From an optimization exercise on the open Yosys and OpenROAD flow, aimed at small area, a short achievable clock period and few clock cycles per item; shortcuts taken in it are not production practice.
For this run, only the layout was checked, not whether the RTL still works.
No activity file was given, so power comes from the tool's default toggle rates.

<file path="flow/design.v">
module sqrt_mult_system (
    input clk_i,
    input rst_i,
    input start_i,
    input [7:0] a_bi,
    input [7:0] b_bi,
    output [15:0] result,
    output done
);
    wire t_g1 = a_bi[1] & a_bi[0];
    wire t_p1 = a_bi[1] ^ a_bi[0];
    wire t_g2 = a_bi[2] & a_bi[1];
    wire t_p2 = a_bi[2] ^ a_bi[1];
    wire t_g3 = a_bi[3] & a_bi[2];
    wire t_p3 = a_bi[3] ^ a_bi[2];
    wire t_g4 = a_bi[4] & a_bi[3];
    wire t_p4 = a_bi[4] ^ a_bi[3];
    wire t_g5 = a_bi[5] & a_bi[4];
    wire t_p5 = a_bi[5] ^ a_bi[4];
    wire t_g6 = a_bi[6] & a_bi[5];
    wire t_p6 = a_bi[6] ^ a_bi[5];
    wire t_g7 = a_bi[7] & a_bi[6];
    wire t_p7 = a_bi[7] ^ a_bi[6];
    wire t_s0_1p = t_p1 & a_bi[0];
    wire t_s0_3g = t_g3 | (t_p3 & t_g2);
    wire t_s0_3p = t_p3 & t_p2;
    wire t_s0_5g = t_g5 | (t_p5 & t_g4);
    wire t_s0_5p = t_p5 & t_p4;
    wire t_s0_7g = t_g7 | (t_p7 & t_g6);
    wire t_s0_7p = t_p7 & t_p6;
    wire t_s1_2g = t_g2 | (t_p2 & t_g1);
    wire t_s1_2p = t_p2 & t_s0_1p;
    wire t_s1_3g = t_s0_3g | (t_s0_3p & t_g1);
    wire t_s1_3p = t_s0_3p & t_s0_1p;
    wire t_s1_6g = t_g6 | (t_p6 & t_s0_5g);
    wire t_s1_6p = t_p6 & t_s0_5p;
    wire t_s1_7g = t_s0_7g | (t_s0_7p & t_s0_5g);
    wire t_s1_7p = t_s0_7p & t_s0_5p;
    wire t_s2_4g = t_g4 | (t_p4 & t_s1_3g);
    wire t_s2_4p = t_p4 & t_s1_3p;
    wire t_s2_5g = t_s0_5g | (t_s0_5p & t_s1_3g);
    wire t_s2_5p = t_s0_5p & t_s1_3p;
    wire t_s2_6g = t_s1_6g | (t_s1_6p & t_s1_3g);
    wire t_s2_6p = t_s1_6p & t_s1_3p;
    wire t_s2_7g = t_s1_7g | (t_s1_7p & t_s1_3g);
    wire t_s2_7p = t_s1_7p & t_s1_3p;
    wire t_s3_8g = a_bi[7] & t_s2_7g;
    wire t_s3_8p = a_bi[7] & t_s2_7p;
    wire t_x2 = t_p2 ^ t_g1;
    wire t_x3 = t_p3 ^ t_s1_2g;
    wire t_x4 = t_p4 ^ t_s1_3g;
    wire t_x5 = t_p5 ^ t_s2_4g;
    wire t_x6 = t_p6 ^ t_s2_5g;
    wire t_x7 = t_p7 ^ t_s2_6g;
    wire t_x8 = a_bi[7] ^ t_s2_7g;
    wire c1 = b_bi >= 8'd1;
    wire c2 = b_bi >= 8'd4;
    wire c3 = b_bi >= 8'd9;
    wire c4 = b_bi >= 8'd16;
    wire c5 = b_bi >= 8'd25;
    wire c6 = b_bi >= 8'd36;
    wire c7 = b_bi >= 8'd49;
    wire c8 = b_bi >= 8'd64;
    wire c9 = b_bi >= 8'd81;
    wire c10 = b_bi >= 8'd100;
    wire c11 = b_bi >= 8'd121;
    wire c12 = b_bi >= 8'd144;
    wire c13 = b_bi >= 8'd169;
    wire c14 = b_bi >= 8'd196;
    wire c15 = b_bi >= 8'd225;
    wire le1 = (c1 & ~c2) | (c5 & ~c6) | (c9 & ~c10) | (c13 & ~c14);
    wire le2 = (c2 & ~c3) | (c6 & ~c7) | (c10 & ~c11) | (c14 & ~c15);
    wire le3 = (c3 & ~c4) | (c7 & ~c8) | (c11 & ~c12) | c15;
    wire he1 = c4 & ~c8;
    wire he2 = c8 & ~c12;
    wire lv0 = (le1 & a_bi[0]) | (le3 & a_bi[0]);
    wire lv1 = (le1 & a_bi[1]) | (le2 & a_bi[0]) | (le3 & t_p1);
    wire lv2 = (le1 & a_bi[2]) | (le2 & a_bi[1]) | (le3 & t_x2);
    wire lv3 = (le1 & a_bi[3]) | (le2 & a_bi[2]) | (le3 & t_x3);
    wire lv4 = (le1 & a_bi[4]) | (le2 & a_bi[3]) | (le3 & t_x4);
    wire lv5 = (le1 & a_bi[5]) | (le2 & a_bi[4]) | (le3 & t_x5);
    wire lv6 = (le1 & a_bi[6]) | (le2 & a_bi[5]) | (le3 & t_x6);
    wire lv7 = (le1 & a_bi[7]) | (le2 & a_bi[6]) | (le3 & t_x7);
    wire lv8 = (le2 & a_bi[7]) | (le3 & t_x8);
    wire lv9 = (le3 & t_s3_8g);
    wire hv0 = (he1 & a_bi[0]) | (c12 & a_bi[0]);
    wire hv1 = (he1 & a_bi[1]) | (he2 & a_bi[0]) | (c12 & t_p1);
    wire hv2 = (he1 & a_bi[2]) | (he2 & a_bi[1]) | (c12 & t_x2);
    wire hv3 = (he1 & a_bi[3]) | (he2 & a_bi[2]) | (c12 & t_x3);
    wire hv4 = (he1 & a_bi[4]) | (he2 & a_bi[3]) | (c12 & t_x4);
    wire hv5 = (he1 & a_bi[5]) | (he2 & a_bi[4]) | (c12 & t_x5);
    wire hv6 = (he1 & a_bi[6]) | (he2 & a_bi[5]) | (c12 & t_x6);
    wire hv7 = (he1 & a_bi[7]) | (he2 & a_bi[6]) | (c12 & t_x7);
    wire hv8 = (he2 & a_bi[7]) | (c12 & t_x8);
    wire hv9 = (c12 & t_s3_8g);
    wire fl_g0 = lv2 & hv0;
    wire fl_p0 = lv2 ^ hv0;
    wire fl_g1 = lv3 & hv1;
    wire fl_p1 = lv3 ^ hv1;
    wire fl_g2 = lv4 & hv2;
    wire fl_p2 = lv4 ^ hv2;
    wire fl_g3 = lv5 & hv3;
    wire fl_p3 = lv5 ^ hv3;
    wire fl_g4 = lv6 & hv4;
    wire fl_p4 = lv6 ^ hv4;
    wire fl_g5 = lv7 & hv5;
    wire fl_p5 = lv7 ^ hv5;
    wire fl_g6 = lv8 & hv6;
    wire fl_p6 = lv8 ^ hv6;
    wire fl_g7 = lv9 & hv7;
    wire fl_p7 = lv9 ^ hv7;
    wire fl_s0_1g = fl_g1 | (fl_p1 & fl_g0);
    wire fl_s0_1p = fl_p1 & fl_p0;
    wire fl_s0_3g = fl_g3 | (fl_p3 & fl_g2);
    wire fl_s0_3p = fl_p3 & fl_p2;
    wire fl_s0_5g = fl_g5 | (fl_p5 & fl_g4);
    wire fl_s0_5p = fl_p5 & fl_p4;
    wire fl_s0_7g = fl_g7 | (fl_p7 & fl_g6);
    wire fl_s0_7p = fl_p7 & fl_p6;
    wire fl_s1_2g = fl_g2 | (fl_p2 & fl_s0_1g);
    wire fl_s1_2p = fl_p2 & fl_s0_1p;
    wire fl_s1_3g = fl_s0_3g | (fl_s0_3p & fl_s0_1g);
    wire fl_s1_3p = fl_s0_3p & fl_s0_1p;
    wire fl_s1_6g = fl_g6 | (fl_p6 & fl_s0_5g);
    wire fl_s1_6p = fl_p6 & fl_s0_5p;
    wire fl_s1_7g = fl_s0_7g | (fl_s0_7p & fl_s0_5g);
    wire fl_s1_7p = fl_s0_7p & fl_s0_5p;
    wire fl_s2_4g = fl_g4 | (fl_p4 & fl_s1_3g);
    wire fl_s2_4p = fl_p4 & fl_s1_3p;
    wire fl_s2_5g = fl_s0_5g | (fl_s0_5p & fl_s1_3g);
    wire fl_s2_5p = fl_s0_5p & fl_s1_3p;
    wire fl_s2_6g = fl_s1_6g | (fl_s1_6p & fl_s1_3g);
    wire fl_s2_6p = fl_s1_6p & fl_s1_3p;
    wire fl_s2_7g = fl_s1_7g | (fl_s1_7p & fl_s1_3g);
    wire fl_s2_7p = fl_s1_7p & fl_s1_3p;
    wire fl_x1 = fl_p1 ^ fl_g0;
    wire fl_x2 = fl_p2 ^ fl_s0_1g;
    wire fl_x3 = fl_p3 ^ fl_s1_2g;
    wire fl_x4 = fl_p4 ^ fl_s1_3g;
    wire fl_x5 = fl_p5 ^ fl_s2_4g;
    wire fl_x6 = fl_p6 ^ fl_s2_5g;
    wire fl_x7 = fl_p7 ^ fl_s2_6g;
    reg        done_r;
    reg [9:0] res_lo;
    reg        cy_r;
    reg [1:0] up_hi;
    always @(posedge clk_i) begin
        done_r <= start_i & ~rst_i;
        res_lo <= {fl_x7, fl_x6, fl_x5, fl_x4, fl_x3, fl_x2, fl_x1, fl_p0, lv1, lv0};
        cy_r <= {fl_s2_7g};
        up_hi <= {hv9, hv8};
    end
    wire fu_gc = up_hi[0] & cy_r;
    wire fu_s0_1g = up_hi[1] & fu_gc;
    wire fu_s0_1p = up_hi[1] & up_hi[0];
    wire fu_x0 = up_hi[0] ^ cy_r;
    wire fu_x1 = up_hi[1] ^ fu_gc;
    assign result = {4'b0, fu_x1, fu_x0, res_lo};
    assign done   = done_r;
endmodule
</file>
<file path="flow/flow/run.sh">
#!/bin/bash
# Layout flow: the standard ORFS flow, with two changes.
#  1. Synthesis is ORFS's own script (with the standard flow's -nofsm -noshare wrapper,
#     flatten and renaming, as in synth_recipe.tcl), but ABC maps with the
#     script in flow/abc.script and full/half adder extraction can be skipped.
#  2. The port buffers inserted during placement are buf cells instead of
#     the slow clkdlybuf cells that buffer_ports picks by default.
# Settings come from flow/params.sh. Each tool's output goes to its own log.
set -euo pipefail
HERE=$(pwd)
source "$HERE/flow/params.sh"
export MY_ABC_SCRIPT="$HERE/flow/abc.script"
export MY_NOFA
export BUFFER_PORTS_ARGS="-buffer_cell $PORT_BUFFER"
sed "s#SYNTH_SCRIPT=[^ ]*#SYNTH_SCRIPT=$HERE/flow/synth.tcl#" standard.sh > my_standard.sh
bash my_standard.sh finish > flow_make.log 2>&1
</file>
<file path="flow/flow/abc.script">
strash
dch
map -D 2000
topo
stime -c
</file>
<file path="flow/flow/params.sh">
MY_NOFA=1
PORT_BUFFER=sky130_fd_sc_hd__buf_1
</file>
<file path="flow/flow/synth.tcl">
# synth_recipe.tcl with two hooks: abc runs flow/abc.script (MY_ABC_SCRIPT),
# and extract_fa is skipped when MY_NOFA is 1.
proc synth {args} { yosys synth -nofsm -noshare {*}$args }
proc abc {args} {
  set out {}
  set skip 0
  foreach a $args {
    if {$skip} { set skip 0; continue }
    if {$a eq "-script" || $a eq "-D"} { set skip 1; continue }
    lappend out $a
  }
  lappend out -script $::env(MY_ABC_SCRIPT)
  yosys abc {*}$out
}
if {$::env(MY_NOFA)} { proc extract_fa {args} {} }
source $::env(SCRIPTS_DIR)/synth.tcl
# left out here: clear keep_hierarchy, flatten, clean up, hide names made inside functions, write 1_2_yosys.v
</file>
<file path="flow/standard.sh">
#!/bin/bash
# synth_recipe.tcl (not shown) runs the flow's synth.tcl, then flattens the netlist and writes it again
# the make line also repeats each setting of config.mk as NAME=value (left out here)
make -C /OpenROAD-flow-scripts/flow DESIGN_CONFIG=/design/flow/config.mk WORK_HOME=/design/flow/orfs CLKGATE_MAP_FILE= SYNTH_SCRIPT=/design/flow/synth_recipe.tcl "${@:-finish}"
</file>
<file path="flow/config.mk">
export PLATFORM = sky130hd
export DESIGN_NAME = sqrt_mult_system
export DESIGN_NICKNAME = sqrt_mult_system
export VERILOG_FILES = /design/flow/design.v
export SDC_FILE = /design/flow/constraint.sdc
export NUM_CORES = 4
export LEC_CHECK = 0
export CAP_MARGIN = 20
export CORE_MARGIN = 2
export CORE_UTILIZATION = 40
export SETUP_SLACK_MARGIN = 2.6
export SLEW_MARGIN = 20
</file>
<file path="flow/constraint.sdc">
create_clock -name core_clock -period 5.0 [get_ports {clk_i}]
set_input_delay 1.0000 -clock core_clock [delete_from_list [all_inputs] [get_ports {clk_i}]]
set_output_delay 1.0000 -clock core_clock [all_outputs]
set_load 0.01 [all_outputs]
</file>
==> notes.md <==
post-synthesis sequential area ratio 21.2%; Antenna Nets Post-Route 0; remaining global-route overflow 0; H-tree depth 1; CP Launch Type input port; Design Area, Final roughly 0.0020 mm2; DIE HEIGHT 61.5 um; TritonCTS clock tree built; Setup CP Type input port to flip-flop; clk sinks 14; post-synth cell types 23; unrepaired setup endpoints after global routing true; first-pass GRT wire length about 5700 um; Via-to-Cell Ratio approximately 5; vias in the first global route 1,350; TritonCTS buffer count 3; power density over the cells between 200 and 300 mW/mm2; I/O Buffers 31; leak pwr 0.850 nW; Total Wirelength roughly 3800 um; initial antenna violation count 0; die width slightly above 60 um; Tmin final 3.08 ns; drt wl/cell 11.8 um; full die area 0.00379 mm2; CP Capture Type flip-flop; Iter 0 DRT Violations 46; fin. max-slew vios 0; Rows 20; final cycle utilization of the critical path a little over 60%; Final #Nets 294; CTS Buffer Depth 2; FMAX 324 MHz; core area 0.00310 mm2; worst slack, placed 1.17 ns; Post-Syn Area 0.00132 mm2; Slew HR 63.7%; CTS Hold Buffers Added 0; placed cell areas 0.00155 mm2; 1st-pass router iterations 4; GPL Wtd Cong between 0.9 and 1; Worst Slack Setup Final 1.92 ns; gr usage total 19.6%; fraction of layout cells with a size suffix above 1 33.9%; # diodes 0; DR vias 1,630; Worst Max-Slew Pin Slew 0.539 ns; Setup-failing EPs final 0; Layout fillers 282; Mapped Cells between 200 and 250; DRC errors left 0; worst path arrival time about 3.3 ns; Fin. Hold Viols 0; Syn Area/Cell 6.07 um2; clk root buf clkbuf_4; initial core utilization a little over two fifths; # Max-Cap Violations 0; Clk pin slew, worst setup/hold paths 0.08 ns; Ys Warns 1; commonest non-fill, non-tap cell in the layout nand2_1; CP max FO 4; largest net degree at the start of global routing 9; worst vdd ir 0.0953 mV; commonest cells after routing, fill and taps aside nand2_1 (41), clkinv_1 (24), buf_4 (23); status finished clean; Tightest Hold Check Type input port to flip-flop; P&R area growth vs syn 54.4%; total I/O pin count 36; WP data required roughly 5.2 ns; Detail Placement HPWL 2560 um; flops & latches, synth 14; final setup TNS 0 ns
==> per-layer routing <==
metal	GRT usage (%)	share of wire, %	wire length, um	up-vias
met5	0	0	0	-
met4	7.60	2.7	103	0
met3	0.630	6.2	235	13
met2	33.8	49	1830	83
met1	25.6	42	1600	704
li1	-	-	-	830
==> final timing paths <==
path	to	startpoint	depth (start not counted)	slack, ns
worst max-delay path	cy_r$_DFF_P_	b_bi[0]	17	1.92
worst min-delay path	done_r$_DFF_P_	rst_i	2	0.86
==> area by class of cell <==
cell class                 instances  area, um2  area share [%]
timing repair buffer              55        367            17.9
multi-input combinational        170       1180            57.5
inverter                          31        130            6.36
sequential                        14        280            13.7
tap                               44       55.1            2.69
clock buffer                       4       36.3            1.77
==> per-stage QoR <==
stage	util [%]	std cells	hold WS [ns]	power, mW
2_1_floorplan	-	221	1.07	0.365
4_1_cts	58.8	310	0.857	0.544
6_report	65.9	318	0.860	0.572
3_3_place_gp	50.0	290	1.16	0.421
5_1_grt	65.9	318	0.883	0.622
3_5_place_dp	50.0	290	1.16	0.421
==> cells by family after synthesis <==
kind of cell,Yosys count,share of synthesized area (%)
AND/OR/NAND/NOR,99,30.0
flip-flops,14,21.2
buffers and inverters,37,12.2
AO/OA/AOI/OAI,46,22.5
XOR/XNOR,21,13.9
other,1,0.283
==> worst max-delay path, cell delays in order <==
cell	delay [ns]
buf_6	0.09
nor2_4	0.14
nand2_2	0.09
o211ai_1	0.27
o221ai_2	0.15
nor2_2	0.17
clkinv_2	0.12
nand2_2	0.07
nand2_2	0.07
o21ai_4	0.17
nand2_4	0.07
o21a_4	0.23
o32ai_4	0.32
nand2_1	0.11
nand2_2	0.09
nand3_2	0.06
o211ai_1	0.08
==> power breakdown <==
group / total (mW) / internal [mW] / switching, mW
Sequential: 0.158 / 0.149 / 0.00896
Clock: 0.0780 / 0.0443 / 0.0336
Combinational: 0.337 / 0.145 / 0.191
Total: 0.572 / 0.339 / 0.234
==> what timing repair did <==
item                                    in CTS  in global routing
resized for setup                           31                 44
pin swaps                                   24                 22
endpoints found under the setup margin      11                 10
setup buffers                               16                  8
==> flip-flops by register name, indices dropped and copies added (netlist names) <==
| signal | flops |
|---|---|
| cy_r | 1 |
| done_r | 1 |
| res_lo | 10 |
| up_hi | 2 |
==> synthesized netlist by cell type (all sizes together) <==
master   number  area (um2)
o2111ai       3        26.3
o32ai         1        8.76
nor3          3        15.0
clkinv       31         116
a21o          1        8.76
nor2         33         124
a22o          1        10.0
o21a          2        15.0
conb          1        3.75
xnor2         6        52.6
dfxtp        14         280
a21oi        12        60.1
o211ai        4        30.0
buf           6        45.0
a31oi         2        12.5
xor2         15         131
nand3        12        60.1
or2           1        6.26
o221ai        3        26.3
or3           1        7.51
nand2        49         184
o21ai        11        55.1
a22oi         6        45.0

static timing again, ports no longer ideal:
No port has a modelled driver above. Below, the same layout with a new extraction and two added sets of constraints. Step 1 sets driving cells, clkbuf_16 on the clock port and buf_2 on the other inputs (assumed; they add their load-dependent delay and slew). Step 2 times the ports against the registers' clock, not the clock port: input delays grow and output delays shrink by t, the midpoint of the rising clock arrivals with the driver on. Slacks: ideal ports / drivers / drivers and shift; pairs: ideal ports / drivers.
t (ns): 0.297
slack for setup (ns): 1.915 / 1.905 / 1.607
worst setup path after step 2: input to register
latest minus earliest clock arrival (ns): 0.005 / 0.005
worst register clock-pin slew, ns: 0.08 / 0.08
After both steps this run still meets setup and hold. The setup slack of this run moves by -0.010 ns with the drivers and by -0.308 ns with both steps.
